Source: an optimization exercise on an open RTL-to-GDS flow (aim: small area, a short achievable clock period and few clock cycles per item). Production flows keep margins and buffers that such runs may drop. Where RTL was checked, it was by simulation tests only, not by an equivalence proof against the original. Only the layout flow was run in runs 1 to 6; the RTL was not checked for function there. Power is estimated from default activity; no workload was simulated.

===== design/flow/flow/run.sh =====
#!/bin/bash
# The standard layout, with plain buffers on the ports instead of the
# resizer's default pick (a slow delay cell), a clock tree without the
# dummy balancing loads, and synthesis's single tie cells kept.
set -euo pipefail
export BUFFER_PORTS_ARGS="-buffer_cell sky130_fd_sc_hd__buf_1"
export CTS_ARGS="-sink_clustering_enable -repair_clock_nets -dont_use_dummy_load -buf_list {sky130_fd_sc_hd__clkbuf_4 sky130_fd_sc_hd__clkbuf_8}"
export SKIP_REPAIR_TIE_FANOUT=1
bash standard.sh > standard.log 2>&1

===== design/flow/standard.sh =====
#!/bin/bash
# synth_recipe.tcl (not shown) runs the flow's synth.tcl, then flattens the netlist and writes it again
# the make line also repeats each setting of config.mk as NAME=value (left out here)
make -C /OpenROAD-flow-scripts/flow DESIGN_CONFIG=/design/flow/config.mk WORK_HOME=/design/flow/orfs CLKGATE_MAP_FILE= SYNTH_SCRIPT=/design/flow/synth_recipe.tcl "${@:-finish}"

===== design/flow/config.mk =====
export PLATFORM = sky130hd
export DESIGN_NAME = huffman
export DESIGN_NICKNAME = huffman
export VERILOG_FILES = /design/flow/design.v
export SDC_FILE = /design/flow/constraint.sdc
export NUM_CORES = 4
export LEC_CHECK = 0
export CAP_MARGIN = 20
export CORE_MARGIN = 2
export CORE_UTILIZATION = 40
export SETUP_SLACK_MARGIN = 2.6
export SLEW_MARGIN = 20

===== design/flow/constraint.sdc =====
create_clock -name core_clock -period 5.0 [get_ports {clk}]
set_input_delay 1.0000 -clock core_clock [delete_from_list [all_inputs] [get_ports {clk}]]
set_output_delay 1.0000 -clock core_clock [all_outputs]
set_load 0.01 [all_outputs]

===== design/flow/design.v =====
module huffman(clk, reset, gray_valid, gray_data, CNT_valid, CNT1, CNT2, CNT3, CNT4, CNT5, CNT6,
    code_valid, HC1, HC2, HC3, HC4, HC5, HC6, M1, M2, M3, M4, M5, M6 );
input clk;
input reset;
input gray_valid;
input [7:0] gray_data;
output CNT_valid;
output [7:0] CNT1, CNT2, CNT3, CNT4, CNT5, CNT6;
output code_valid;
output [7:0] HC1, HC2, HC3, HC4, HC5, HC6;
output [7:0] M1, M2, M3, M4, M5, M6;
	reg [6:0] w [0:5];    
	reg [2:0] ptr [0:5];  
	reg [3:0] hc [0:5];
	reg [3:0] mk [0:5];   
	reg started;          
	reg act;              
	reg ph;               
	reg [4:1] fm;         
	assign CNT1 = {1'b0, w[5]};
	assign CNT2 = {1'b0, w[0]};
	assign CNT3 = {1'b0, w[1]};
	assign CNT4 = {1'b0, w[2]};
	assign CNT5 = {1'b0, w[3]};
	assign CNT6 = {1'b0, w[4]};
	assign HC1 = {3'b0, ptr[0][1], hc[0]};
	assign HC2 = {3'b0, ptr[1][1], hc[1]};
	assign HC3 = {3'b0, ptr[2][1], hc[2]};
	assign HC4 = {3'b0, ptr[3][1], hc[3]};
	assign HC5 = {3'b0, ptr[4][1], hc[4]};
	assign HC6 = {3'b0, ptr[5][1], hc[5]};
	assign M1 = {3'b0, ptr[0][0], mk[0][3:1], 1'b1};
	assign M2 = {3'b0, ptr[1][0], mk[1][3:1], 1'b1};
	assign M3 = {3'b0, ptr[2][0], mk[2][3:1], 1'b1};
	assign M4 = {3'b0, ptr[3][0], mk[3][3:1], 1'b1};
	assign M5 = {3'b0, ptr[4][0], mk[4][3:1], 1'b1};
	assign M6 = {3'b0, ptr[5][0], mk[5][3:1], 1'b1};
	wire detect = started && !gray_valid;
	assign CNT_valid = act && fm[4];
	assign code_valid = !act && !fm[1];
	wire sum = act && ph;
	wire ins = act && !ph;
	wire last = sum && w[2][6] && w[2][5] && w[2][4];
	function lt;
		input [6:0] a, b;
		integer n;
		begin
			lt = 1'b0;
			for (n = 0; n < 7; n = n + 1) lt = (!a[n] && b[n]) || (!(a[n] && !b[n]) && lt);
		end
	endfunction
	wire [6:0] N = w[0];
	reg [6:0] Nc;
	wire [5:1] l;
	genvar k;
	generate for (k = 1; k < 6; k = k + 1) begin : cmp
		assign l[k] = lt(w[k], Nc);
	end endgenerate
	wire [6:0] c = {1'b0, l[5], l[4:1] | fm, 1'b1};
	wire [6:1] mv = {sum, {5{act}} & (c[5:1] | {5{ph}})};
	wire [2:0] q = {c[4], c[2] & !c[4], (c[1] & !c[2]) | (c[3] & !c[4]) | c[5]};
	wire [6:0] ap = w[0] ^ w[1], ag = w[0] & w[1];
	wire [6:0] cy;
	assign cy[0] = 1'b0;
	assign cy[1] = ag[0];
	assign cy[2] = ag[1] | (ap[1] & ag[0]);
	wire g32 = ag[3] | (ap[3] & ag[2]), p32 = ap[3] & ap[2];
	wire g54 = ag[5] | (ap[5] & ag[4]), p54 = ap[5] & ap[4];
	assign cy[3] = ag[2] | (ap[2] & cy[2]);
	assign cy[4] = g32 | (p32 & cy[2]);
	assign cy[5] = ag[4] | (ap[4] & cy[4]);
	assign cy[6] = g54 | (p54 & cy[4]);
	wire [6:0] ws = ap ^ cy;
	always @(posedge clk or posedge reset) begin
		if (reset) begin
			started <= 0;
			act <= 0;
			ph <= 0;
			fm <= 4'b1111;
		end else begin
			started <= gray_valid || (started && !detect);
			act <= detect || (act && !last);
			ph <= ins && !fm[1];
			if (ins) fm <= {1'b0, fm[4:2]};
		end
	end
	wire [2:0] g = gray_data[2:0];
	wire [5:0] en = {gray_valid && g == 3'd6, gray_valid && g == 3'd5, gray_valid && g == 3'd4,
	                 gray_valid && g == 3'd3, gray_valid && g == 3'd2, gray_valid && g == 3'd1};
	wire [2:0] slot [0:5];
	assign slot[0] = 3'd5; assign slot[1] = 3'd0; assign slot[2] = 3'd1;
	assign slot[3] = 3'd2; assign slot[4] = 3'd3; assign slot[5] = 3'd4;
	genvar j;
	generate for (j = 0; j < 6; j = j + 1) begin : ent
		localparam integer s = (j == 5) ? 0 : j + 1;
		wire [6:0] up = (j < 5) ? w[j + 1] : 7'h7f;
		wire [6:0] ones;    
		assign ones[0] = 1'b1;
		genvar n;
		for (n = 1; n < 7; n = n + 1) begin : pre
			assign ones[n] = &w[j][n - 1:0];
		end
		wire [6:0] inc = w[j] ^ (ones & {7{en[s]}});
		wire tu = (j == 0) ? ins && c[1] : mv[j + 1];
		wire tn = (j == 0) ? act && !tu : mv[j] && !mv[j + 1];
		wire [6:0] nv = (j == 0) ? (sum ? ws : N) : N;
		wire [6:0] d = ({7{tu}} & up) | ({7{tn}} & nv) | ({7{!tu && !tn}} & inc);
		always @(posedge clk or posedge reset) begin
			if (reset) w[j] <= 0;
			else w[j] <= d;
		end
		if (j == 0) begin : copy
			always @(posedge clk) Nc <= d;
		end
	end endgenerate
	reg [2:0] qr;
	always @(posedge clk or posedge reset) begin
		if (reset) qr <= 0;
		else qr <= (sum && !last) ? 3'd7 : ins ? q : 3'd0;
	end
	genvar i;
	generate for (i = 0; i < 6; i = i + 1) begin : sym
		wire [2:0] p = ptr[i];
		wire [2:0] pm1 = {p[2] & (p[1] | p[0]), p[1] ^ !p[0], !p[0]};  
		wire z = p == 3'd0;
		wire [2:0] pe = z ? ((qr == 3'd7) ? 3'd0 : qr) : ((p <= qr) ? pm1 : p);
		wire a = sum && pe[2:1] == 2'd0;
		wire a0 = sum && pe == 3'd0;
		always @(posedge clk or posedge reset) begin
			if (reset) begin
				ptr[i] <= slot[i];
				hc[i] <= 0;
				mk[i] <= 0;
			end else begin
				ptr[i] <= last ? {1'b0, mk[i][3] && a0, mk[i][3]} : pe;
				mk[i] <= mk[i] | ({4{a}} & {mk[i][2:0], 1'b1});
				hc[i] <= hc[i] | ({4{a0}} & {mk[i][2:0], 1'b1} & ~mk[i]);
			end
		end
	end endgenerate
endmodule

==> results.py, run 1 <==
metrics = {
    "setup_path": {
        "crit_required_ps": 4000,
        "crit_path_start_kind": "flop",
        "critPathMaxFanout": 11,
        "worstPathArrival_ps": 1330,
        "critPathKind": "reg -> out",
        "cpPeakStageDelay_ps": 650,
        "reg2reg_depth": 6,
        "cp_cell_sequence": "buf_1",
        "rr_startpoint": "Nc[1]$_DFF_P_",
        "r2r_slack_ps": 2730,
        "critical_path.top_delay_family": "flip-flops",
        "endpoint_kind": "output pin",
        "worst-path-stages": 1,
        "reg2reg_to": "w[2][5]$_DFF_PP0_",
        "cpMaxStageDelayCell": "dfrtp_1",
        "critPathBufInv": 1,
    },
    "pwr": {
        "switchingPower_mw": 3.46,
        "p_comb_frac": 0.609,
        "power_frac_clock": 0.092,
        "power_density_nw_per_um2": 826,
        "p_int_mw": 3.58,
        "p_total_mw": 7.04,
        "worst_ir_drop_vdd_v": 0.000313,
        "sequentialPowerShare": 0.299,
        "p_leak_nw": 3.61,
        "swShare": 0.492,
    },
    "clocking": {
        "clockBufferDepth": 2,
        "path_clk_slew_ps": 60,
        "numCtsBuffers": 17,
        "cts_tree": "built",
        "clk_latency_ps": 450,
        "cts_sinks": 125,
        "root_buffer": "clkbuf_8",
        "holdBufCountCts": 0,
        "cts_htree_levels": 4,
    },
    "sta": {
        "setup-tns-final_ps": 0,
        "fin_crit_ps": 2330,
        "hold_viol": 0,
        "max_freq_mhz": 429,
        "skew_ps": 35.7,
        "setup_viol": 0,
        "rsz0062_at_grt": "true",
        "tightest_slew_ps": 917,
        "period_share": 0.466,
        "maxSlewViolCount": 0,
        "maxSlewHeadroom": 0.387,
    },
    "final_layout": {
        "drive_gt1_frac": 0.139,
        "n_antenna_cell": 0,
        "n_fill_cell": 1958,
        "fin_cells": 1148,
        "layout_commonest_cell": "dfrtp_1",
        "mostFrequentLayoutCells": "dfrtp_1 (102), buf_1 (101), nand2_1 (82)",
        "syn_to_final_growth_pct": 6.54,
        "fin_nets": 934,
    },
    "synth": {
        "synthesis.nets": 898,
        "syn_area_um2": 8000,
        "async_flop_share": 0.944,
        "syn_inst": 849,
        "avgSynthCellArea_um2": 9.42,
        "synth-seq-cells": 125,
        "synth_ff_type": "dfrtp_1",
        "yosysSeqAreaShare": 0.388,
        "synth-edff-count": 0,
        "synth.largest_area_cell": "dfrtp_1",
        "netlist-cell-type-count": 81,
        "synth_area_leaders": "dfrtp_1 (33%), buf_4 (7.5%), ha_1 (5.5%)",
        "synth_top_area_share": 0.335,
        "yosysWarnings": 5,
    },
    "drt": {
        "wl_mm": 20.4,
        "drc": 0,
        "first_pass_iters": 5,
        "vias": 6223,
        "avgViaCountPerCell": 5.42,
        "ant_nets": 0,
        "wl_per_cell_um": 17.8,
        "drtIter0Drc": 384,
    },
    "die": {
        "rows": 51,
        "dieArea_um2": 21100,
        "core_um2": 19500,
        "ios": 157,
        "start_util": 0.410,
        "fp.dieW_um": 145,
        "fp.dieH_um": 145,
    },
    "status": {
        "outcome": "complete, no violations",
    },
    "place": {
        "post-place-cells": 1114,
        "place_congestion": 0.796,
        "place.port_buffers": 103,
        "hpwl_mm": 14.5,
    },
    "global_routing": {
        "grt-ovfl-total": 0,
        "grt_first_pass_wirelength_mm": 33.0,
        "grtUsageTotal": 0.194,
        "grt_max_degree": 56,
        "antenna_found_initial": 0,
        "grt_pass1_vias": 6307,
    },
    "hold_path": {
        "holdPathStages": 1,
        "hp-class": "reg -> reg",
        "worstHoldEndpoint": "hc[4][3]$_DFF_PP0_",
        "worstHoldStart": "hc[4][3]$_DFF_PP0_",
    },
    "run": {
        "max_cap_viol_count": 0,
    },
}
## cell usage after synthesis, types with 8 or more instances
master    count
a21o_1       13
a21oi_1      43
a221o_1      16
a31oi_1       8
a41o_1       12
and2_1       16
and3_1       11
buf_2         9
buf_4        80
clkbuf_1     16
dfrtp_1     107
dfstp_2      11
ha_1         35
inv_1        65
nand2_1      84
nand2b_1     13
nand3_1      21
nor2_1       43
nor2b_1      16
o21ai_0      23
o221ai_1     13
o22ai_1      14
xnor2_1      36
xor2_1       10
## how the worst max path moves through the flow
stage	endpoint	startpoint	slack, ps
5_1_grt	hc[0][1]$_DFF_PP0_	qr[1]$_DFF_PP0_	2560
3_5_place_dp	hc[1][2]$_DFF_PP0_	ph$_DFF_PP0_	2130
3_3_place_gp	hc[1][2]$_DFF_PP0_	ph$_DFF_PP0_	2210
2_1_floorplan	act$_DFF_PP0_	reset	2570
4_1_cts	mk[3][0]$_DFF_PP0_	qr[2]$_DFF_PP0_	2510
6_report	CNT2[4]	w[0][4]$_DFF_PP0_	2670
## flip-flops by register name, indices dropped and copies added (netlist names)
signal / cells
mk: 24
qr: 3
ptr: 18
fm: 4
Nc: 7
started: 1
w: 42
act: 1
ph: 1
hc: 24
## power by group through the flow
stage | sequential (mW) | clock, mW | combinational [mW]
2_1_floorplan | 1.98 | 0 | 3.18
3_3_place_gp | 2.12 | 0 | 3.89
3_5_place_dp | 2.13 | 0 | 3.93
4_1_cts | 2.11 | 0.669 | 4.06
5_1_grt | 2.18 | 0.717 | 4.77
6_report | 2.11 | 0.647 | 4.28
## layout make-up
class                   count  area, um2  area share
inverters                  69        265      0.0311
well taps                 265        332      0.0389
flip-flops and latches    125       3110       0.365
repair buffers            125        597      0.0700
multi-input cells         547       3980       0.467
clock buffers              17        234      0.0275
## per-layer routing
metal / up-vias / GRT usage / part of all wire
met5: - / 0 / 0
met4: 0 / 0.0574 / 0.013
met3: 25 / 0.0367 / 0.045
met2: 180 / 0.332 / 0.49
met1: 3056 / 0.251 / 0.45
li1: 2962 / - / -
## per-stage QoR
step | hold WS (ps) | util | worst slack [ps] | area [um2]
finish | 465 | 0.436 | 2670 | 8520
global route | 486 | 0.436 | 2560 | 8520
CTS | 468 | 0.427 | 2510 | 8350
detailed placement | 453 | 0.411 | 2130 | 8030
global placement | 447 | 0.411 | 2210 | 8030
floorplan | 463 | - | 2570 | 8000
## timing repair
action                                  CTS  global route
gates resized for setup                  15            26
pin swaps                                 5            11
endpoints found under the setup margin   60            57
buffers inserted                          7             9
cloned                                    0             1
## kinds of logic after synthesis
family | after synthesis | synth area share
flops | 125 | 0.388
fa+ha+maj | 44 | 0.0699
xor+xnor | 46 | 0.0504
mux | 10 | 0.0130
compound gates | 213 | 0.209
simple gates | 232 | 0.145
buf+inv | 177 | 0.124
other cells | 2 | 0.000939
==> inputs of run 2 (changes only) <==
--- a/design/flow/config.mk
+++ b/design/flow/config.mk
@@ -10,2 +10,3 @@
 export CORE_UTILIZATION = 40
+export GPL_ROUTABILITY_DRIVEN = 0
 export SETUP_SLACK_MARGIN = 2.6
==> run 2 against run 1 <==
Net effect:
- die area unchanged
- final cell count did not move
- first-iteration DRC count unchanged
- area after synthesis unchanged
- largest power group unchanged
==> results.py, run 2 <==
metrics = {
    "setup_path": {
        "cpMaxStageDelayCell": "dfrtp_1",
        "endpoint_kind": "output pin",
        "reg2reg_depth": 6,
        "critPathMaxFanout": 11,
        "critical_path.top_delay_family": "flip-flops",
        "critPathBufInv": 1,
        "worst-path-stages": 1,
        "worstPathArrival_ps": 1330,
        "crit_required_ps": 4000,
        "cpPeakStageDelay_ps": 650,
        "cp_cell_sequence": "buf_1",
        "crit_path_start_kind": "flop",
        "critPathKind": "reg -> out",
    },
    "clocking": {
        "cts_htree_levels": 4,
        "holdBufCountCts": 0,
        "numCtsBuffers": 17,
        "cts_tree": "built",
        "clockBufferDepth": 2,
        "cts_sinks": 125,
        "clk_latency_ps": 450,
        "path_clk_slew_ps": 60,
        "root_buffer": "clkbuf_8",
    },
    "global_routing": {
        "grtUsageTotal": 0.194,
        "grt-ovfl-total": 0,
        "antenna_found_initial": 0,
        "grt_max_degree": 56,
        "grt_pass1_vias": 6307,
        "grt_first_pass_wirelength_mm": 33.0,
    },
    "place": {
        "hpwl_mm": 14.5,
        "place.port_buffers": 103,
        "post-place-cells": 1114,
        "dp_slack_ps": 2130,
    },
    "die": {
        "rows": 51,
        "start_util": 0.410,
        "dieArea_um2": 21100,
        "core_um2": 19500,
        "fp.dieW_um": 145,
        "fp.dieH_um": 145,
        "ios": 157,
    },
    "synth": {
        "yosysSeqAreaShare": 0.388,
        "synth_compound_area_frac": 0.209,
        "synth.most_common_cell": "dfrtp_1",
        "synthSimpleGateAreaFrac": 0.145,
        "synth_area_leaders": "dfrtp_1 (33%), buf_4 (7.5%), ha_1 (5.5%)",
        "synth.largest_area_cell": "dfrtp_1",
        "synth-xor-area-share": 0.0504,
        "syn_area_um2": 8000,
        "synth_top_area_share": 0.335,
        "synth_adder_area_share": 0.0699,
        "syn_inst": 849,
        "synth_ff_type": "dfrtp_1",
        "synth_common_cells": "dfrtp_1 (107), nand2_1 (84), buf_4 (80)",
        "synth-edff-count": 0,
        "synthesis.nets": 898,
        "muxShareOfSynthArea": 0.0130,
        "avgSynthCellArea_um2": 9.42,
        "synth-seq-cells": 125,
        "yosysWarnings": 5,
        "netlist-cell-type-count": 81,
        "synth_top_family_by_area": "compound AO/OA/AOI/OAI gates",
        "async_flop_share": 0.944,
    },
    "run": {
        "max_cap_viol_count": 0,
    },
    "final_layout": {
        "layout_commonest_cell": "dfrtp_1",
        "largest_register_ffs": 42,
        "top_regs": "w: 42 flops, hc: 24 flops, mk: 24 flops",
        "fin_nets": 934,
        "syn_to_final_growth_pct": 6.54,
        "largest_register": "w",
        "drive_gt1_frac": 0.139,
        "n_antenna_cell": 0,
        "fin_cells": 1148,
        "mostFrequentLayoutCells": "dfrtp_1 (102), buf_1 (101), nand2_1 (82)",
    },
    "sta": {
        "maxSlewHeadroom": 0.387,
        "period_share": 0.466,
        "maxSlewViolCount": 0,
        "max_freq_mhz": 429,
        "hold_viol": 0,
        "fin_crit_ps": 2330,
        "setup_ws_ps": 2670,
        "rsz0062_at_grt": "true",
        "tightest_slew_ps": 917,
        "setup_viol": 0,
        "skew_ps": 35.7,
        "setup-tns-final_ps": 0,
    },
    "status": {
        "outcome": "complete, no violations",
    },
    "drt": {
        "wl_mm": 20.4,
        "wl_per_cell_um": 17.8,
        "avgViaCountPerCell": 5.42,
        "first_pass_iters": 5,
        "ant_nets": 0,
        "drc": 0,
        "drtIter0Drc": 384,
        "vias": 6223,
    },
    "pwr": {
        "p_int_mw": 3.58,
        "power_frac_clock": 0.092,
        "power_density_nw_per_um2": 826,
        "worst_ir_drop_vdd_v": 0.000313,
        "p_comb_frac": 0.609,
        "swShare": 0.492,
        "switchingPower_mw": 3.46,
        "p_leak_nw": 3.61,
        "sequentialPowerShare": 0.299,
    },
    "hold_path": {
        "hp-class": "reg -> reg",
        "holdPathStages": 1,
    },
}
[run 2: cell counts after synthesis]
No cell type changed its count.
[run 2: final cells by class]
class / count / area (um2)
Tap cell: 265 / 332
Fill cell: 1958 / 11000
Clock buffer: 17 / 234
Timing Repair Buffer: 125 / 597
Inverter: 69 / 265
Multi-Input combinational cell: 547 / 3980
Sequential cell: 125 / 3110
[run 2: logic make-up (layout without fill, tap and decap cells)]
| family | after synthesis | in the layout |
|---|---|---|
| adder cells (fa/ha/maj) | 44 | 44 |
| XOR/XNOR | 46 | 46 |
| flip-flops | 125 | 125 |
| AO/OA/AOI/OAI | 213 | 213 |
| buffers and inverters | 177 | 211 |
| AND/OR/NAND/NOR | 232 | 232 |
| other | 2 | 2 |
| multiplexers | 10 | 10 |
[run 2: per-layer routing]
metal	vias to the layer above	share of wire	global-route usage
met1	3056	0.45	0.251
li1	2962	-	-
met4	0	0.013	0.0574
met3	25	0.045	0.0367
met5	-	0	0
met2	180	0.49	0.332
[run 2: path summary, 6_finish.rpt]
kind / from / endpoint / slack, ps
worst min-delay path: hc[4][3]$_DFF_PP0_ / hc[4][3]$_DFF_PP0_ / 470
worst max register to register: Nc[1]$_DFF_P_ / w[2][5]$_DFF_PP0_ / 2730
min in group asynchronous: reset / w[5][1]$_DFF_PP0_ / 540
max in group asynchronous: reset / w[0][1]$_DFF_PP0_ / 3390
worst max-delay path: w[0][4]$_DFF_PP0_ / CNT2[4] / 2670
worst min register to register: hc[4][3]$_DFF_PP0_ / hc[4][3]$_DFF_PP0_ / 470
[run 2: power by group through the flow]
stage | Sequential [mW] | Clock (mW) | Combinational [mW]
3_5_place_dp | 2.13 | 0 | 3.93
5_1_grt | 2.18 | 0.717 | 4.77
4_1_cts | 2.11 | 0.669 | 4.06
2_1_floorplan | 1.98 | 0 | 3.18
6_report | 2.11 | 0.647 | 4.28
3_3_place_gp | 2.12 | 0 | 3.89
[run 2: what timing repair did]
item,CTS,global route
pin swaps,5,11
setup buffers,7,9
resized for setup,15,26
setup endpoints to repair,60,57
gates cloned,0,1
[run 2: stage by stage]
stage                util  cell area [um2]  total power, mW  hold WS [ps]
finish              0.436             8520             7.04           465
global placement    0.411             8030             6.01           447
global route        0.436             8520             7.67           486
CTS                 0.427             8350             6.84           468
floorplan               -             8000             5.17           463
detailed placement  0.411             8030             6.07           453
==> inputs of run 3 (changes only) <==
--- a/design/flow/config.mk
+++ b/design/flow/config.mk
@@ -10,4 +10,3 @@
 export CORE_UTILIZATION = 40
-export GPL_ROUTABILITY_DRIVEN = 0
-export SETUP_SLACK_MARGIN = 2.6
+export SETUP_SLACK_MARGIN = 2.65
 export SLEW_MARGIN = 20
==> run 3 against run 2 <==
Net effect:
- still clean
- hold slack better by 0.98 ps
- setup slack better by 40 ps
- clock skew fell by 1.0 ps
- via count up 0.39%
- non-clock buffer count grew 10
- register-to-register slack hardly changed
- wire length up 0.95%
- critical path depth up 2
- global-route usage rose by 0.30 points
- first-iteration DRC count down 7.6%
- synthesized cell count did not move
- critical path type unchanged
==> results.py, run 3 <==
metrics = {
    "status": {
        "outcome": "complete, no violations",
    },
    "hold_path": {
        "holdPathStages": 1,
        "hp-class": "reg -> reg",
        "worstHoldStart": "hc[4][3]$_DFF_PP0_",
        "worstHoldEndpoint": "hc[4][3]$_DFF_PP0_",
    },
    "final_layout": {
        "drive_gt1_frac": 0.168,
        "fin_cells": 1158,
        "syn_to_final_growth_pct": 9.02,
        "fin_nets": 944,
        "largest_register": "w",
        "top_regs": "w: 42 flops, hc: 24 flops, mk: 24 flops",
        "largest_register_ffs": 42,
        "layout_commonest_cell": "buf_1",
        "final-seq-area_um2": 3120,
        "fin_util": 0.447,
        "multi_input_area_um2": 4090,
        "fin_area_um2": 8720,
        "mostFrequentLayoutCells": "buf_1 (100), dfrtp_1 (99), nand2_1 (79)",
        "n_fill_cell": 1953,
        "n_antenna_cell": 0,
    },
    "synth": {
        "synth_top_area_share": 0.335,
        "syn_inst": 849,
        "synth_common_cells": "dfrtp_1 (107), nand2_1 (84), buf_4 (80)",
        "netlist-cell-type-count": 81,
        "synth-edff-count": 0,
        "synth.largest_area_cell": "dfrtp_1",
        "avgSynthCellArea_um2": 9.42,
        "synth_area_leaders": "dfrtp_1 (33%), buf_4 (7.5%), ha_1 (5.5%)",
        "synth-seq-cells": 125,
        "synth.most_common_cell": "dfrtp_1",
        "yosysWarnings": 5,
        "syn_area_um2": 8000,
        "synth_ff_type": "dfrtp_1",
        "synthesis.nets": 898,
        "async_flop_share": 0.944,
        "yosysSeqAreaShare": 0.388,
    },
    "clocking": {
        "root_buffer": "clkbuf_8",
        "clk_latency_ps": 450,
        "holdBufCountCts": 0,
        "cts_htree_levels": 4,
        "path_clk_slew_ps": 80,
        "clockBufferDepth": 2,
        "cts_sinks": 125,
        "cts_tree": "built",
        "numCtsBuffers": 17,
    },
    "place": {
        "place.port_buffers": 103,
        "place_area_um2": 8030,
        "hpwl_mm": 14.5,
        "place_congestion": 0.796,
        "post-place-cells": 1114,
    },
    "global_routing": {
        "grtUsageTotal": 0.197,
        "grt-ovfl-total": 0,
        "grt_max_degree": 56,
        "antenna_found_initial": 0,
        "grt_pass1_vias": 6341,
        "grt_first_pass_wirelength_mm": 33.4,
    },
    "pwr": {
        "worst_ir_drop_vdd_v": 0.000339,
        "power_density_nw_per_um2": 838,
        "p_leak_nw": 3.68,
    },
    "setup_path": {
        "rr_startpoint": "qr[1]$_DFF_PP0_",
        "critPathKind": "reg -> out",
        "endpoint_kind": "output pin",
        "reg2reg_to": "mk[4][0]$_DFF_PP0_",
        "worstPathArrival_ps": 1290,
        "r2r_slack_ps": 2730,
        "crit_required_ps": 4000,
        "crit_path_start_kind": "flop",
        "critPathMaxFanout": 14,
        "reg2reg_depth": 10,
    },
    "die": {
        "dieArea_um2": 21100,
        "ios": 157,
        "rows": 51,
        "fp.dieW_um": 145,
        "core_um2": 19500,
        "fp.dieH_um": 145,
        "start_util": 0.410,
    },
    "sta": {
        "period_share": 0.458,
        "fin_crit_ps": 2290,
        "max_freq_mhz": 436,
        "rsz0062_at_grt": "true",
        "whs_ps": 466,
        "skew_ps": 34.7,
        "hold_viol": 0,
        "maxSlewHeadroom": 0.355,
        "setup-tns-final_ps": 0,
        "maxSlewViolCount": 0,
        "setup_viol": 0,
        "tightest_slew_ps": 957,
    },
    "drt": {
        "vias": 6247,
        "avgViaCountPerCell": 5.39,
        "ant_nets": 0,
        "drtIter0Drc": 355,
        "wl_mm": 20.6,
        "wl_per_cell_um": 17.8,
        "first_pass_iters": 5,
        "drc": 0,
    },
    "run": {
        "max_cap_viol_count": 0,
    },
}
## run 3: metrics by stage
step,setup WS [ps],total power [mW]
after CTS,2650,6.88
final,2710,7.31
after global routing,2550,7.95
after global placement,2210,6.01
after detailed placement,2130,6.07
after floorplan,2570,5.17
## run 3: critical path, stage by stage (launching register included)
cell and delay [ps]:
dfrtp_2 430, buf_12 150, and2_1 140, clkbuf_2 120
## run 3: how the worst max path moves through the flow
stage                         start                  to  slack (ps)  cells past startpoint
floorplan                     reset       act$_DFF_PP0_        2570                      1
finish                act$_DFF_PP0_           CNT_valid        2710                      3
global placement       ph$_DFF_PP0_  hc[1][2]$_DFF_PP0_        2210                      6
detailed placement     ph$_DFF_PP0_  hc[1][2]$_DFF_PP0_        2130                      6
global route        qr[1]$_DFF_PP0_  hc[0][2]$_DFF_PP0_        2550                     10
CTS                 qr[1]$_DFF_PP0_  mk[3][0]$_DFF_PP0_        2650                      9
## run 3: logic make-up after synthesis
group,after synthesis,synth area share
compound gates,213,0.209
xor+xnor,46,0.0504
fa+ha+maj,44,0.0699
buf+inv,177,0.124
flops,125,0.388
mux,10,0.0130
other cells,2,0.000939
simple gates,232,0.145
## run 3: area by class of cell
type / instances / area share
Multi-Input combinational cell: 547 / 0.469
Inverter: 69 / 0.0304
Tap cell: 265 / 0.0380
Clock buffer: 17 / 0.0268
Timing Repair Buffer: 135 / 0.0785
Sequential cell: 125 / 0.357
## run 3: power breakdown
| part | total [mW] | internal [mW] | switching (mW) |
|---|---|---|---|
| Sequential | 2.12 | 1.51 | 0.612 |
| Combinational | 4.54 | 1.94 | 2.60 |
| Clock | 0.648 | 0.298 | 0.349 |
| Total | 7.31 | 3.75 | 3.56 |
## run 3: metal layers
metal  global-route usage  vias to the layer above  wire [um]
li1                     -                     2974          -
met1                0.256                     3084       9210
met2                0.335                      170      10200
met3               0.0376                       19        905
met4               0.0598                        0        260
met5                    0                        -          0
## run 3: what timing repair did
item                                    4_1_cts  5_1_grt
gates cloned                                  1        0
pin swaps                                     5       19
endpoints found under the hold margin         0        0
endpoints found under the setup margin       71       67
buffers inserted                              8       18
resized for setup                            24       40
==> inputs of run 4 (changes only) <==
--- a/design/flow/config.mk
+++ b/design/flow/config.mk
@@ -8,5 +8,7 @@
 export CAP_MARGIN = 20
+export CELL_PAD_IN_SITES_DETAIL_PLACEMENT = 0
+export CELL_PAD_IN_SITES_GLOBAL_PLACEMENT = 0
 export CORE_MARGIN = 2
 export CORE_UTILIZATION = 40
-export SETUP_SLACK_MARGIN = 2.65
+export SETUP_SLACK_MARGIN = 2.6
 export SLEW_MARGIN = 20
==> run 4 against run 3 <==
Net effect:
- hold slack lost 0.98 ps
- count of clock-buffer cells in the layout is the same
- via count down 0.38%
- wire length fell by 0.94%
- setup slack lost 40 ps
- critical path depth is 2 lower
- critical endpoint is now CNT2[4]
- register-to-register slack hardly changed
- die area did not move
==> results.py, run 4 <==
metrics = {
    "final_layout": {
        "largest_register_ffs": 42,
        "n_fill_cell": 1958,
        "syn_to_final_growth_pct": 6.54,
        "top_regs": "w: 42 flops, hc: 24 flops, mk: 24 flops",
        "mostFrequentLayoutCells": "dfrtp_1 (102), buf_1 (101), nand2_1 (82)",
        "layout_commonest_cell": "dfrtp_1",
        "largest_register": "w",
        "fin_nets": 934,
        "n_antenna_cell": 0,
        "multi_input_area_um2": 3980,
        "drive_gt1_frac": 0.139,
        "final-seq-area_um2": 3110,
        "fin_area_um2": 8520,
    },
    "setup_path": {
        "critPathMaxFanout": 11,
        "cpPeakStageDelay_ps": 650,
        "critPathLaunch": "w[0][4]$_DFF_PP0_",
        "critPathBufInv": 1,
        "rr_startpoint": "Nc[1]$_DFF_P_",
        "cpMaxStageDelayCell": "dfrtp_1",
        "critical_path.top_delay_family": "flip-flops",
        "worstPathArrival_ps": 1330,
        "crit_path_start_kind": "flop",
        "cp_cell_sequence": "buf_1",
        "critPathKind": "reg -> out",
        "crit_required_ps": 4000,
        "endpoint_kind": "output pin",
    },
    "clocking": {
        "numCtsBuffers": 17,
        "path_clk_slew_ps": 60,
        "clk_latency_ps": 450,
        "clockBufferDepth": 2,
        "cts_sinks": 125,
        "cts_htree_levels": 4,
        "holdBufCountCts": 0,
        "root_buffer": "clkbuf_8",
        "cts_tree": "built",
    },
    "drt": {
        "ant_nets": 0,
        "wl_mm": 20.4,
        "first_pass_iters": 5,
        "drtIter0Drc": 384,
        "drc": 0,
        "avgViaCountPerCell": 5.42,
        "wl_per_cell_um": 17.8,
        "vias": 6223,
    },
    "synth": {
        "yosysSeqAreaShare": 0.388,
        "avgSynthCellArea_um2": 9.42,
        "synth_top_area_share": 0.335,
        "synth-seq-cells": 125,
        "synth_common_cells": "dfrtp_1 (107), nand2_1 (84), buf_4 (80)",
        "yosysWarnings": 5,
        "synth_area_leaders": "dfrtp_1 (33%), buf_4 (7.5%), ha_1 (5.5%)",
        "syn_area_um2": 8000,
        "async_flop_share": 0.944,
        "syn_inst": 849,
        "netlist-cell-type-count": 81,
        "synthesis.nets": 898,
        "synth_ff_type": "dfrtp_1",
        "synth.largest_area_cell": "dfrtp_1",
        "synth-edff-count": 0,
        "synth.most_common_cell": "dfrtp_1",
    },
    "pwr": {
        "p_comb_frac": 0.609,
        "p_int_mw": 3.58,
        "swShare": 0.492,
        "power_density_nw_per_um2": 826,
        "power_frac_clock": 0.092,
        "sequentialPowerShare": 0.299,
        "p_leak_nw": 3.61,
        "switchingPower_mw": 3.46,
        "worst_ir_drop_vdd_v": 0.000313,
    },
    "die": {
        "dieArea_um2": 21100,
        "start_util": 0.410,
        "core_um2": 19500,
        "fp.dieW_um": 145,
        "ios": 157,
        "rows": 51,
        "fp.dieH_um": 145,
    },
    "sta": {
        "setup-tns-final_ps": 0,
        "setup_viol": 0,
        "maxSlewHeadroom": 0.387,
        "max_freq_mhz": 429,
        "tightest_slew_ps": 917,
        "rsz0062_at_grt": "true",
        "hold_viol": 0,
        "maxSlewViolCount": 0,
        "period_share": 0.466,
        "fin_crit_ps": 2330,
        "skew_ps": 35.7,
    },
    "hold_path": {
        "hp-class": "reg -> reg",
        "worstHoldStart": "hc[4][3]$_DFF_PP0_",
    },
    "global_routing": {
        "grt_max_degree": 56,
        "antenna_found_initial": 0,
        "grtUsageTotal": 0.194,
        "grt-ovfl-total": 0,
        "use_met3": 0.0367,
        "use_met1": 0.251,
        "grt_util_met2": 0.332,
        "grt_first_pass_wirelength_mm": 33.0,
        "busiest_layer": "met2",
        "grt_pass1_vias": 6307,
    },
    "place": {
        "place_area_um2": 8030,
        "place_congestion": 0.796,
        "place.port_buffers": 103,
        "hpwl_mm": 14.5,
    },
    "status": {
        "outcome": "complete, no violations",
    },
    "run": {
        "max_cap_viol_count": 0,
    },
}
==> run 4: changes by cell type in the layout (fill, tap and decap cells not counted), moves of 3 or more <==
| cell | previous run | this run |
|---|---|---|
| buf_4 | 28 | 19 |
| dfrtp_1 | 99 | 102 |
| dfrtp_2 | 8 | 5 |
| ha_4 | 3 | 0 |
| nand2_1 | 79 | 82 |
| nand2_2 | 6 | 3 |
| o21ai_1 | 7 | 10 |
==> run 4: final timing paths <==
path	endpoint	slack, ps	depth (start not counted)
setup / recovery	CNT2[4]	2670	1
hold / removal	hc[4][3]$_DFF_PP0_	470	1
setup reg to reg	w[2][5]$_DFF_PP0_	2730	6
hold reg to reg	hc[4][3]$_DFF_PP0_	470	1
max in group asynchronous	w[0][1]$_DFF_PP0_	3390	3
min in group asynchronous	w[5][1]$_DFF_PP0_	540	2
==> run 4: power by group through the flow <==
stage	Combinational, mW	Clock [mW]	Sequential, mW
after floorplan	3.18	0	1.98
after global placement	3.89	0	2.12
after detailed placement	3.93	0	2.13
after CTS	4.06	0.669	2.11
after global routing	4.77	0.717	2.18
final	4.28	0.647	2.11
==> run 4: cell families after synthesis <==
| family | after synthesis | synth area share |
|---|---|---|
| and+or+nand+nor | 232 | 0.145 |
| AOI/OAI and AO/OA | 213 | 0.209 |
| xor gates and xnor gates | 46 | 0.0504 |
| buffers and inverters | 177 | 0.124 |
| adders and majority gates | 44 | 0.0699 |
| DFF | 125 | 0.388 |
| other | 2 | 0.000939 |
| muxes | 10 | 0.0130 |
==> run 4: what timing repair did <==
action | in CTS | in global routing
endpoints found under the setup margin | 60 | 57
pin swaps | 5 | 11
setup buffers | 7 | 9
gates resized for setup | 15 | 26
gates cloned | 0 | 1
==> run 4: final cells by class <==
| type | instances | area share |
|---|---|---|
| Inverter | 69 | 0.0311 |
| Clock buffer | 17 | 0.0275 |
| Multi-Input combinational cell | 547 | 0.467 |
| Tap cell | 265 | 0.0389 |
| Sequential cell | 125 | 0.365 |
| Timing Repair Buffer | 125 | 0.0700 |
==> run 4: metal layers <==
| metal | vias up | routed length [um] | part of all wire |
|---|---|---|---|
| met2 | 180 | 10000 | 0.49 |
| met4 | 0 | 265 | 0.013 |
| met5 | - | 0 | 0 |
| met3 | 25 | 919 | 0.045 |
| li1 | 2962 | - | - |
| met1 | 3056 | 9160 | 0.45 |
==> run 4: through the flow <==
step            util  power, mW  instances  worst slack, ps  hold slack [ps]
3_5_place_dp   0.411       6.07       1114             2130              453
3_3_place_gp   0.411       6.01       1114             2210              447
5_1_grt        0.436       7.67       1148             2560              486
6_report       0.436       7.04       1148             2670              465
2_1_floorplan      -       5.17        849             2570              463
4_1_cts        0.427       6.84       1138             2510              468
==> inputs of run 5 (changes only) <==
==> design/flow/config.mk (replaced) <==
export PLATFORM = sky130hd
export DESIGN_NAME = huffman
export DESIGN_NICKNAME = huffman
export VERILOG_FILES = /design/flow/design.v
export SDC_FILE = /design/flow/constraint.sdc
export NUM_CORES = 4
export LEC_CHECK = 0
export CAP_MARGIN = 0
export CORE_MARGIN = 2
export CORE_UTILIZATION = 40
export SETUP_SLACK_MARGIN = 2.6
export SLEW_MARGIN = 0
==> run 5 against run 4 <==
Net effect:
- still clean on timing, DRC and antenna
- area after synthesis stayed put
- hold slack stayed put
- clock skew stayed put
- count of clock-buffer cells in the layout stayed put
- maximum frequency stayed put
- register-to-register slack hardly changed
- non-clock buffer count stayed put
- total power stayed put
- wire length stayed put
- global-route usage stayed put
- largest cell class unchanged
==> results.py, run 5 <==
metrics = {
    "status": {
        "outcome": "complete, no violations",
    },
    "final_layout": {
        "mostFrequentLayoutCells": "dfrtp_1 (102), buf_1 (101), nand2_1 (82)",
        "layout_commonest_cell": "dfrtp_1",
        "n_fill_cell": 1958,
        "drive_gt1_frac": 0.139,
        "largest_register": "w",
        "n_antenna_cell": 0,
        "syn_to_final_growth_pct": 6.54,
        "fin_nets": 934,
        "fin_cells": 1148,
        "final-seq-area_um2": 3110,
        "largest_register_ffs": 42,
        "multi_input_area_um2": 3980,
        "top_regs": "w: 42 flops, hc: 24 flops, mk: 24 flops",
    },
    "setup_path": {
        "worst-path-stages": 1,
        "critical_path.top_delay_family": "flip-flops",
        "reg2reg_depth": 6,
        "critPathMaxFanout": 11,
        "crit_path_start_kind": "flop",
        "endpoint_kind": "output pin",
        "crit_required_ps": 4000,
        "worstPathArrival_ps": 1330,
        "cpMaxStageDelayCell": "dfrtp_1",
        "cp_cell_sequence": "buf_1",
        "critPathBufInv": 1,
        "cpPeakStageDelay_ps": 650,
        "critPathKind": "reg -> out",
    },
    "pwr": {
        "p_leak_nw": 3.61,
        "worst_ir_drop_vdd_v": 0.000313,
        "p_comb_frac": 0.609,
        "power_frac_clock": 0.092,
        "sequentialPowerShare": 0.299,
        "switchingPower_mw": 3.46,
        "p_int_mw": 3.58,
        "power_density_nw_per_um2": 826,
        "swShare": 0.492,
    },
    "drt": {
        "wl_mm": 20.4,
        "wl_per_cell_um": 17.8,
        "ant_nets": 0,
        "drc": 0,
        "vias": 6223,
        "drtIter0Drc": 384,
        "first_pass_iters": 5,
        "avgViaCountPerCell": 5.42,
    },
    "clocking": {
        "clk_latency_ps": 450,
        "root_buffer": "clkbuf_8",
        "cts_sinks": 125,
        "numCtsBuffers": 17,
        "cts_htree_levels": 4,
        "cts_tree": "built",
        "clockBufferDepth": 2,
        "path_clk_slew_ps": 60,
    },
    "synth": {
        "syn_area_um2": 8000,
        "synthesis.nets": 898,
        "yosysSeqAreaShare": 0.388,
        "synth.largest_area_cell": "dfrtp_1",
        "netlist-cell-type-count": 81,
        "syn_inst": 849,
        "avgSynthCellArea_um2": 9.42,
        "synth_ff_type": "dfrtp_1",
        "async_flop_share": 0.944,
        "synth.most_common_cell": "dfrtp_1",
        "synth_top_area_share": 0.335,
        "yosysWarnings": 5,
        "synth-seq-cells": 125,
        "synth_area_leaders": "dfrtp_1 (33%), buf_4 (7.5%), ha_1 (5.5%)",
        "synth_common_cells": "dfrtp_1 (107), nand2_1 (84), buf_4 (80)",
        "synth-edff-count": 0,
    },
    "run": {
        "max_cap_viol_count": 0,
    },
    "die": {
        "rows": 51,
        "fp.dieH_um": 145,
        "ios": 157,
        "fp.dieW_um": 145,
        "core_um2": 19500,
        "dieArea_um2": 21100,
        "start_util": 0.410,
    },
    "sta": {
        "fin_crit_ps": 2330,
        "maxSlewHeadroom": 0.387,
        "setup_viol": 0,
        "maxSlewViolCount": 0,
        "max_freq_mhz": 429,
        "skew_ps": 35.7,
        "setup-tns-final_ps": 0,
        "tightest_slew_ps": 917,
        "hold_viol": 0,
        "rsz0062_at_grt": "true",
        "period_share": 0.466,
    },
    "hold_path": {
        "holdPathStages": 1,
        "hp-class": "reg -> reg",
    },
    "global_routing": {
        "grt_max_degree": 56,
        "grt-ovfl-total": 0,
        "antenna_found_initial": 0,
        "grtUsageTotal": 0.194,
        "grt_first_pass_wirelength_mm": 33.0,
        "grt_pass1_vias": 6307,
    },
    "place": {
        "place_congestion": 0.796,
        "post-place-cells": 1114,
        "place.port_buffers": 103,
        "hpwl_mm": 14.5,
    },
}
-- run 5: cell counts after synthesis --
Identical to the previous run, type by type.
-- run 5: cells by family after synthesis --
| family | share of synthesized area |
|---|---|
| simple gates | 0.145 |
| compound gates | 0.209 |
| fa+ha+maj | 0.0699 |
| other cells | 0.000939 |
| buf+inv | 0.124 |
| flops | 0.388 |
| mux | 0.0130 |
| xor+xnor | 0.0504 |
-- run 5: power groups by stage --
stage          registers (mW)  clock network (mW)  logic [mW]
3_5_place_dp             2.13                   0        3.93
5_1_grt                  2.18               0.717        4.77
4_1_cts                  2.11               0.669        4.06
3_3_place_gp             2.12                   0        3.89
2_1_floorplan            1.98                   0        3.18
6_report                 2.11               0.647        4.28
-- run 5: stage by stage --
| stage | hold WS [ps] | utilization | total power, mW | cell area (um2) | setup WS (ps) |
|---|---|---|---|---|---|
| 5_1_grt | 486 | 0.436 | 7.67 | 8520 | 2560 |
| 2_1_floorplan | 463 | - | 5.17 | 8000 | 2570 |
| 3_5_place_dp | 453 | 0.411 | 6.07 | 8030 | 2130 |
| 6_report | 465 | 0.436 | 7.04 | 8520 | 2670 |
| 4_1_cts | 468 | 0.427 | 6.84 | 8350 | 2510 |
| 3_3_place_gp | 447 | 0.411 | 6.01 | 8030 | 2210 |
-- run 5: repair_timing --
action | in CTS | in global routing
hold buffers | 0 | 0
cloned | 0 | 1
resized for setup | 15 | 26
setup endpoints to repair | 60 | 57
buffers inserted | 7 | 9
pin swaps | 5 | 11
-- run 5: path summary, 6_finish.rpt --
kind	start	endpoint	slack (ps)
max	w[0][4]$_DFF_PP0_	CNT2[4]	2670
min	hc[4][3]$_DFF_PP0_	hc[4][3]$_DFF_PP0_	470
max reg2reg	Nc[1]$_DFF_P_	w[2][5]$_DFF_PP0_	2730
min in group asynchronous	reset	w[5][1]$_DFF_PP0_	540
max in group asynchronous	reset	w[0][1]$_DFF_PP0_	3390
min reg2reg	hc[4][3]$_DFF_PP0_	hc[4][3]$_DFF_PP0_	470
-- run 5: layout make-up --
cell class | count | share of cell area
multi-input combinational | 547 | 0.467
sequential | 125 | 0.365
timing repair buffer | 125 | 0.0700
tap | 265 | 0.0389
inverter | 69 | 0.0311
clock buffer | 17 | 0.0275
-- run 5: layer usage --
layer / wire length, um / vias to the layer above / share of wire / global-route usage
met5: 0 / - / 0 / 0
met4: 265 / 0 / 0.013 / 0.0574
met3: 919 / 25 / 0.045 / 0.0367
met2: 10000 / 180 / 0.49 / 0.332
met1: 9160 / 3056 / 0.45 / 0.251
li1: - / 2962 / - / -
==> inputs of run 6 (changes only) <==
--- a/design/flow/design.v
+++ b/design/flow/design.v
@@ -48,3 +48,3 @@
 			lt = 1'b0;
-			for (n = 0; n < 7; n = n + 1) lt = (!a[n] && b[n]) || (!(a[n] && !b[n]) && lt);
+			for (n = 0; n < 7; n = n + 1) lt = (a[n] == b[n]) ? lt : b[n];
 		end
@@ -126,4 +126,5 @@
 		wire [2:0] pe = z ? ((qr == 3'd7) ? 3'd0 : qr) : ((p <= qr) ? pm1 : p);
-		wire a = sum && pe[2:1] == 2'd0;
-		wire a0 = sum && pe == 3'd0;
+		wire p1 = p == 3'd1, p2 = p == 3'd2;
+		wire a = sum && ((z && qr[2:1] == 2'd0) || p1 || (p2 && qr[2:1] != 2'd0));
+		wire a0 = sum && ((z && qr == 3'd0) || (p1 && qr != 3'd0));
 		always @(posedge clk or posedge reset) begin
--- a/design/flow/config.mk
+++ b/design/flow/config.mk
@@ -7,3 +7,3 @@
 export LEC_CHECK = 0
-export CAP_MARGIN = 0
+export CAP_MARGIN = 20
 export CORE_MARGIN = 2
@@ -11,2 +11,2 @@
 export SETUP_SLACK_MARGIN = 2.6
-export SLEW_MARGIN = 0
+export SLEW_MARGIN = 20
==> run 6 against run 5 <==
Net effect:
- hold slack got worse by 13 ps
- setup slack got worse by 31 ps
- non-clock buffer count decreased by 10
- still clean
- critical path type is now reg -> reg
- final area rose by 1.4%
- via count rose by 2.4%
- global-route usage is 0.42 points higher
- sequential share of layout area is 0.47 points lower
==> results.py, run 6 <==
metrics = {
    "status": {
        "outcome": "complete, no violations",
    },
    "clocking": {
        "clockBufferDepth": 2,
        "path_clk_slew_ps": 60,
        "clk_latency_ps": 440,
        "cts_htree_levels": 4,
        "cts_sinks": 125,
        "numCtsBuffers": 17,
        "holdBufCountCts": 0,
        "root_buffer": "clkbuf_8",
        "cts_tree": "built",
    },
    "setup_path": {
        "crit_path_start_kind": "flop",
        "critPathKind": "reg -> reg",
        "crit_required_ps": 5310,
        "critPathBufInv": 1,
        "cpMaxStageDelayCell": "dfrtp_2",
        "cp_cell_sequence": "ha_4 -> inv_1 -> fa_2 -> nor2b_4 -> o21ai_1 -> nand2b_1 -> fa_1 -> nand2_1 -> o31ai_1 -> a221o_1",
        "critPathMaxFanout": 6,
        "cpPeakStageDelay_ps": 430,
        "worstPathArrival_ps": 2680,
        "endpoint_kind": "flop",
        "critical_path.top_delay_family": "adder cells",
    },
    "drt": {
        "drtIter0Drc": 376,
        "avgViaCountPerCell": 5.45,
        "drc": 0,
        "wl_mm": 21.0,
        "wl_per_cell_um": 18.0,
        "vias": 6370,
        "ant_nets": 0,
        "first_pass_iters": 5,
    },
    "pwr": {
        "switchingPower_mw": 3.29,
        "sequentialPowerShare": 0.316,
        "p_int_mw": 3.37,
        "worst_ir_drop_vdd_v": 0.000347,
        "p_leak_nw": 3.71,
        "swShare": 0.494,
        "power_density_nw_per_um2": 770,
        "power_frac_clock": 0.098,
        "p_comb_frac": 0.585,
    },
    "global_routing": {
        "antenna_found_initial": 0,
        "grtUsageTotal": 0.198,
        "use_met1": 0.263,
        "use_met3": 0.0444,
        "grt_util_met2": 0.326,
        "grt_pass1_vias": 6234,
        "busiest_layer": "met2",
        "grt_first_pass_wirelength_mm": 33.9,
        "grt-ovfl-total": 0,
        "grt_max_degree": 43,
    },
    "sta": {
        "fin_crit_ps": 2360,
        "maxSlewHeadroom": 0.276,
        "hold_viol": 0,
        "rsz0062_at_grt": "true",
        "skew_ps": 19.7,
        "tightest_slew_ps": 1080,
        "maxSlewViolCount": 0,
        "max_freq_mhz": 423,
        "setup_viol": 0,
        "period_share": 0.473,
        "setup-tns-final_ps": 0,
    },
    "die": {
        "rows": 52,
        "fp.dieW_um": 147,
        "core_um2": 20200,
        "dieArea_um2": 21600,
        "start_util": 0.406,
        "ios": 157,
        "fp.dieH_um": 147,
    },
    "synth": {
        "async_flop_share": 0.944,
        "synth.largest_area_cell": "dfrtp_1",
        "syn_area_um2": 8190,
        "netlist-cell-type-count": 77,
        "yosysWarnings": 5,
        "synth-edff-count": 0,
        "synth_common_cells": "dfrtp_1 (107), nand2_1 (95), buf_4 (78)",
        "synth_ff_type": "dfrtp_1",
        "synthesis.nets": 926,
        "avgSynthCellArea_um2": 9.48,
        "syn_inst": 864,
        "synth_area_leaders": "dfrtp_1 (33%), ha_1 (7.3%), buf_4 (7.2%)",
        "synth-seq-cells": 125,
        "synth_top_area_share": 0.327,
        "yosysSeqAreaShare": 0.379,
        "synth.most_common_cell": "dfrtp_1",
    },
    "place": {
        "hpwl_mm": 15.0,
        "place.port_buffers": 103,
        "place_area_um2": 8270,
        "place_congestion": 0.853,
    },
    "final_layout": {
        "largest_register": "w",
        "fin_nets": 963,
        "fin_area_um2": 8650,
        "syn_to_final_growth_pct": 5.61,
        "mostFrequentLayoutCells": "buf_1 (103), dfrtp_1 (102), nand2_1 (94)",
        "top_regs": "w: 42 flops, hc: 24 flops, mk: 24 flops",
        "largest_register_ffs": 42,
        "layout_commonest_cell": "buf_1",
        "drive_gt1_frac": 0.136,
        "n_antenna_cell": 0,
    },
    "hold_path": {
        "hp-class": "reg -> reg",
    },
    "run": {
        "max_cap_viol_count": 0,
    },
}
## run 6: changes by cell type after synthesis, sizes merged, moves of 12 or more
cell | previous run | this run
o221ai | 14 | 28
and2 | 16 | 3
a21oi | 44 | 28
mux2i | 7 | 21
nor3 | 6 | 22
a41o | 12 | 0
xnor2 | 36 | 21
ha | 35 | 48
nand2 | 85 | 97
a31o | 1 | 19
a221o | 16 | 4
## run 6: power by group through the flow
stage                     clock network (mW)  logic [mW]  registers [mW]
final                                  0.656        3.90            2.10
after global routing                   0.715        4.36            2.17
after CTS                              0.674        3.81            2.09
after detailed placement                   0        3.74            2.11
after global placement                     0        3.68            2.11
after floorplan                            0        2.90            1.99
## run 6: cells by family after synthesis
group,synth area share
compound gates,0.183
xor+xnor,0.0396
fa+ha+maj,0.0833
buf+inv,0.120
flops,0.379
mux,0.0298
other cells,0.000917
simple gates,0.163
## run 6: cell type report
type / count / area, um2
Fill cell: 2047 / 11500
Sequential cell: 125 / 3120
Multi-Input combinational cell: 564 / 4180
Clock buffer: 17 / 234
Tap cell: 270 / 338
Timing Repair Buffer: 115 / 477
Inverter: 78 / 304
## run 6: layer usage
layer | routed length, um | share of wire | vias to the layer above
met4 | 394 | 0.019 | 0
met2 | 10200 | 0.48 | 151
li1 | - | - | 3050
met5 | 0 | 0 | -
met3 | 852 | 0.041 | 19
met1 | 9590 | 0.46 | 3150
## run 6: repair_timing
| action | 4_1_cts | 5_1_grt |
|---|---|---|
| gates cloned | 0 | 0 |
| setup endpoints to repair | 24 | 36 |
| resized for setup | 9 | 18 |
| pin swaps | 0 | 2 |
| hold endpoints to repair | 0 | 0 |
| buffers inserted | 3 | 3 |
## run 6: path summary, 6_finish.rpt
kind	from	endpoint	slack [ps]	cells past startpoint
min reg2reg	hc[1][0]$_DFF_PP0_	hc[1][0]$_DFF_PP0_	450	1
min	hc[1][0]$_DFF_PP0_	hc[1][0]$_DFF_PP0_	450	1
max in group asynchronous	reset	act$_DFF_PP0_	3210	3
min in group asynchronous	reset	hc[4][0]$_DFF_PP0_	700	2
max	w[1][0]$_DFF_PP0_	Nc[4]$_DFF_P_	2640	10
max reg2reg	w[1][0]$_DFF_PP0_	Nc[4]$_DFF_P_	2640	10
## run 6: through the flow
stage | hold slack, ps | power [mW] | std cells | util | setup slack, ps
final | 453 | 6.66 | 1169 | 0.429 | 2640
after global routing | 477 | 7.25 | 1169 | 0.429 | 2550
after CTS | 458 | 6.57 | 1166 | 0.424 | 2530
after detailed placement | 444 | 5.86 | 1146 | 0.410 | 2110
after global placement | 438 | 5.79 | 1146 | 0.410 | 2100
after floorplan | 473 | 4.89 | 864 | - | 2570
## run 6: worst register-to-register path, cell delays in order (launching register included)
cell and delay [ps]:
dfrtp_2 430, ha_4 140, inv_1 50, fa_2 420
nor2b_4 140, o21ai_1 70, nand2b_1 90, fa_1 410
nand2_1 80, o31ai_1 70, a221o_1 350
==> inputs of run 7 (changes only) <==
--- a/design/flow/design.v
+++ b/design/flow/design.v
@@ -126,5 +126,4 @@
 		wire [2:0] pe = z ? ((qr == 3'd7) ? 3'd0 : qr) : ((p <= qr) ? pm1 : p);
-		wire p1 = p == 3'd1, p2 = p == 3'd2;
-		wire a = sum && ((z && qr[2:1] == 2'd0) || p1 || (p2 && qr[2:1] != 2'd0));
-		wire a0 = sum && ((z && qr == 3'd0) || (p1 && qr != 3'd0));
+		wire a = sum && pe[2:1] == 2'd0;
+		wire a0 = sum && pe == 3'd0;
 		always @(posedge clk or posedge reset) begin
--- a/design/flow/flow/run.sh
+++ b/design/flow/flow/run.sh
@@ -6,3 +6,3 @@
 export BUFFER_PORTS_ARGS="-buffer_cell sky130_fd_sc_hd__buf_1"
-export CTS_ARGS="-sink_clustering_enable -repair_clock_nets -dont_use_dummy_load -buf_list {sky130_fd_sc_hd__clkbuf_4 sky130_fd_sc_hd__clkbuf_8}"
+export CTS_ARGS="-sink_clustering_enable -repair_clock_nets -dont_use_dummy_load -sink_buffer_max_cap_derate 1.0 -sink_clustering_size 40 -sink_clustering_max_diameter 150 -buf_list {sky130_fd_sc_hd__clkbuf_4 sky130_fd_sc_hd__clkbuf_8}"
 export SKIP_REPAIR_TIE_FANOUT=1
--- a/design/flow/config.mk
+++ b/design/flow/config.mk
@@ -10,3 +10,3 @@
 export CORE_UTILIZATION = 40
-export SETUP_SLACK_MARGIN = 2.6
+export SETUP_SLACK_MARGIN = 2.5
 export SLEW_MARGIN = 20
==> run 7 against run 6 <==
Net effect:
- non-clock buffer count rose by 1
- highest routed layer unchanged
- largest power group unchanged
- combinational power rose by 9.2%
- maximum frequency fell by 2.8%
- register-to-register slack got worse by 30 ps
- final cell count fell by 5.0%
- critical endpoint is now code_valid
==> results.py, run 7 <==
metrics = {
    "final_layout": {
        "layout_commonest_cell": "buf_1",
        "multi_input_area_um2": 4040,
        "top_regs": "w: 42 flops, hc: 24 flops, mk: 24 flops",
        "n_antenna_cell": 0,
        "final-seq-area_um2": 3110,
        "n_fill_cell": 1965,
        "mostFrequentLayoutCells": "buf_1 (102), dfrtp_1 (101), inv_1 (63)",
        "drive_gt1_frac": 0.132,
        "fin_nets": 898,
        "largest_register_ffs": 42,
        "largest_register": "w",
        "syn_to_final_growth_pct": 6.74,
        "fin_util": 0.435,
    },
    "setup_path": {
        "reg2reg_depth": 3,
        "cp_cell_sequence": "buf_12 -> nor2_1 -> buf_1",
        "worstPathArrival_ps": 1430,
        "crit_path_start_kind": "flop",
        "cpMaxStageDelayCell": "dfrtp_2",
        "endpoint_kind": "output pin",
        "critPathBufInv": 2,
        "cpPeakStageDelay_ps": 420,
        "critPathMaxFanout": 11,
        "critical_path.top_delay_family": "flip-flops",
        "reg2reg_to": "ptr[1][1]$_DFF_PP0_",
        "r2r_slack_ps": 2610,
        "critPathKind": "reg -> out",
        "rr_startpoint": "qr[0]$_DFF_PP0_",
        "crit_required_ps": 4000,
    },
    "synth": {
        "syn_area_um2": 7960,
        "yosysWarnings": 5,
        "synth_ff_type": "dfrtp_1",
        "synth-edff-count": 0,
        "synth_area_leaders": "dfrtp_1 (34%), buf_4 (7.4%), ha_1 (5.7%)",
        "synth_top_area_share": 0.336,
        "yosysSeqAreaShare": 0.390,
        "async_flop_share": 0.944,
        "synth_common_cells": "dfrtp_1 (107), buf_4 (78), inv_1 (67)",
        "netlist-cell-type-count": 82,
        "synth.largest_area_cell": "dfrtp_1",
        "avgSynthCellArea_um2": 9.89,
        "syn_inst": 805,
        "synthesis.nets": 855,
        "synth-seq-cells": 125,
        "synth.most_common_cell": "dfrtp_1",
    },
    "clocking": {
        "cts_tree": "built",
        "root_buffer": "clkbuf_4",
        "cts_sinks": 125,
        "holdBufCountCts": 0,
        "numCtsBuffers": 17,
        "clockBufferDepth": 2,
        "clk_latency_ps": 590,
        "path_clk_slew_ps": 60,
        "cts_htree_levels": 4,
    },
    "die": {
        "fp.dieH_um": 145,
        "rows": 51,
        "core_um2": 19500,
        "ios": 157,
        "start_util": 0.408,
        "dieArea_um2": 21100,
        "fp.dieW_um": 145,
    },
    "sta": {
        "setup_ws_ps": 2570,
        "setup-tns-final_ps": 0,
        "hold_viol": 0,
        "maxSlewViolCount": 0,
        "max_freq_mhz": 411,
        "tightest_slew_ps": 1180,
        "maxSlewHeadroom": 0.209,
        "rsz0062_at_grt": "true",
        "fin_crit_ps": 2430,
        "setup_viol": 0,
        "skew_ps": 22.9,
        "period_share": 0.486,
    },
    "place": {
        "dp_slack_ps": 2010,
        "hpwl_mm": 14.3,
        "place.port_buffers": 103,
        "place_congestion": 0.820,
    },
    "drt": {
        "avgViaCountPerCell": 5.47,
        "first_pass_iters": 5,
        "drtIter0Drc": 321,
        "wl_per_cell_um": 17.9,
        "drc": 0,
        "wl_mm": 19.9,
        "vias": 6077,
        "ant_nets": 0,
    },
    "global_routing": {
        "grt_max_degree": 47,
        "grt_first_pass_wirelength_mm": 32.2,
        "grtUsageTotal": 0.191,
        "antenna_found_initial": 0,
        "grt_pass1_vias": 5875,
        "grt-ovfl-total": 0,
    },
    "hold_path": {
        "worstHoldStart": "hc[0][1]$_DFF_PP0_",
        "holdPathStages": 1,
        "hp-class": "reg -> reg",
        "worstHoldEndpoint": "hc[0][1]$_DFF_PP0_",
    },
    "status": {
        "outcome": "complete, no violations",
    },
    "pwr": {
        "power_density_nw_per_um2": 820,
        "p_total_mw": 6.97,
        "worst_ir_drop_vdd_v": 0.000340,
        "p_leak_nw": 3.63,
    },
    "run": {
        "max_cap_viol_count": 0,
    },
}
## run 7: layer usage
metal,share of wire,GRT usage,vias up
met5,0,0,-
met4,0.015,0.0578,0
met3,0.048,0.0425,20
met2,0.46,0.301,170
met1,0.47,0.262,2972
li1,-,-,2915
## run 7: power by group
| group | total, mW | internal [mW] | switching, mW |
|---|---|---|---|
| combinational | 4.26 | 1.76 | 2.50 |
| clock | 0.646 | 0.288 | 0.358 |
| sequential | 2.06 | 1.48 | 0.586 |
| total | 6.97 | 3.53 | 3.44 |
## run 7: worst max-delay path by stage
stage / slack (ps) / start / end / cells past startpoint
after floorplan: 2570 / reset / act$_DFF_PP0_ / 1
after CTS: 2500 / fm[4]$_DFFE_PP1P_ / CNT_valid / 2
after global placement: 2020 / ph$_DFF_PP0_ / w[0][6]$_DFF_PP0_ / 6
after detailed placement: 2010 / ph$_DFF_PP0_ / w[0][6]$_DFF_PP0_ / 6
final: 2570 / act$_DFF_PP0_ / code_valid / 3
after global routing: 2500 / Nc[6]$_DFF_P_ / w[2][1]$_DFF_PP0_ / 6
## run 7: worst register-to-register path: cells and delay by family, from the launching register on
kind / cells / cell delay (ps)
AO/OA/AOI/OAI: 2 / 1330
flip-flops: 1 / 530
multiplexers: 1 / 430
## run 7: cell families (layout without fill, tap and decap cells)
| family | Yosys count | in the layout | synth area share |
|---|---|---|---|
| AO/OA/AOI/OAI | 216 | 216 | 0.224 |
| AND/OR/NAND/NOR | 206 | 207 | 0.144 |
| buffers and inverters | 162 | 202 | 0.115 |
| flip-flops | 125 | 125 | 0.390 |
| XOR/XNOR | 44 | 44 | 0.0484 |
| adder cells (fa/ha/maj) | 40 | 40 | 0.0655 |
| multiplexers | 10 | 10 | 0.0126 |
| other | 2 | 2 | 0.000943 |
## run 7: layout make-up
type	count	share of cell area
well taps	265	0.0390
multi-input cells	519	0.476
clock buffers	17	0.0268
repair buffers	116	0.0607
inverters	69	0.0314
flip-flops and latches	125	0.366
## run 7: per-stage QoR
| step | instances | instance area [um2] | hold WS [ps] |
|---|---|---|---|
| 2_1_floorplan | 805 | 7970 | 442 |
| 4_1_cts | 1105 | 8400 | 473 |
| 3_3_place_gp | 1085 | 8070 | 445 |
| 6_report | 1111 | 8500 | 463 |
| 3_5_place_dp | 1085 | 8070 | 454 |
| 5_1_grt | 1111 | 8500 | 488 |
## run 7: timing repair
item                                    in CTS  in global routing
cloned                                       1                  1
endpoints found under the setup margin      63                 65
buffers inserted                             2                  5
hold endpoints to repair                     0                  0
resized for setup                           16                 14
pin swaps                                    3                  4
Testbench counts of run 7, summed over its fixed seeds: cycles 11,136, items 96.

[separate check: timing with driven ports]
How much do the figures lean on ideal ports? The routed layouts below were timed once more, with nothing changed but the port constraints. Step 1 (the two cells are an assumption about what drives the block):
set clk [get_ports {clk}]
set_driving_cell -lib_cell sky130_fd_sc_hd__clkbuf_16 $clk
set_driving_cell -lib_cell sky130_fd_sc_hd__buf_2 [delete_from_list [all_inputs] $clk]
Step 2 adds t to the input delays and takes it off the output delays; t is the mean of the earliest and latest rising clock arrival at the registers after step 1. Input paths then give back, and output paths get back, about the clock's delay inside the block. a / b / c = no drivers / after step 1 / after step 2; a / b = the first two.
run | shift t [ns] | slack for setup (ns) | pins driven straight from the clock port
run 1 | 0.468 | 2.668 / 2.631 / 2.309 | 1
run 2 | 0.468 | 2.668 / 2.631 / 2.309 | 1
run 3 | 0.469 | 2.708 / 2.671 / 2.305 | 1
run 4 | 0.468 | 2.668 / 2.631 / 2.309 | 1
run 5 | 0.468 | 2.668 / 2.631 / 2.309 | 1
run 6 | 0.474 | 2.637 / 2.637 / 2.318 | 1
run 7 | 0.622 | 2.570 / 2.529 / 2.108 | 1
After both steps every run listed still meets setup and hold. The setup slack of run 7, which loses most, moves by -0.041 ns with the drivers and by -0.462 ns with both steps.
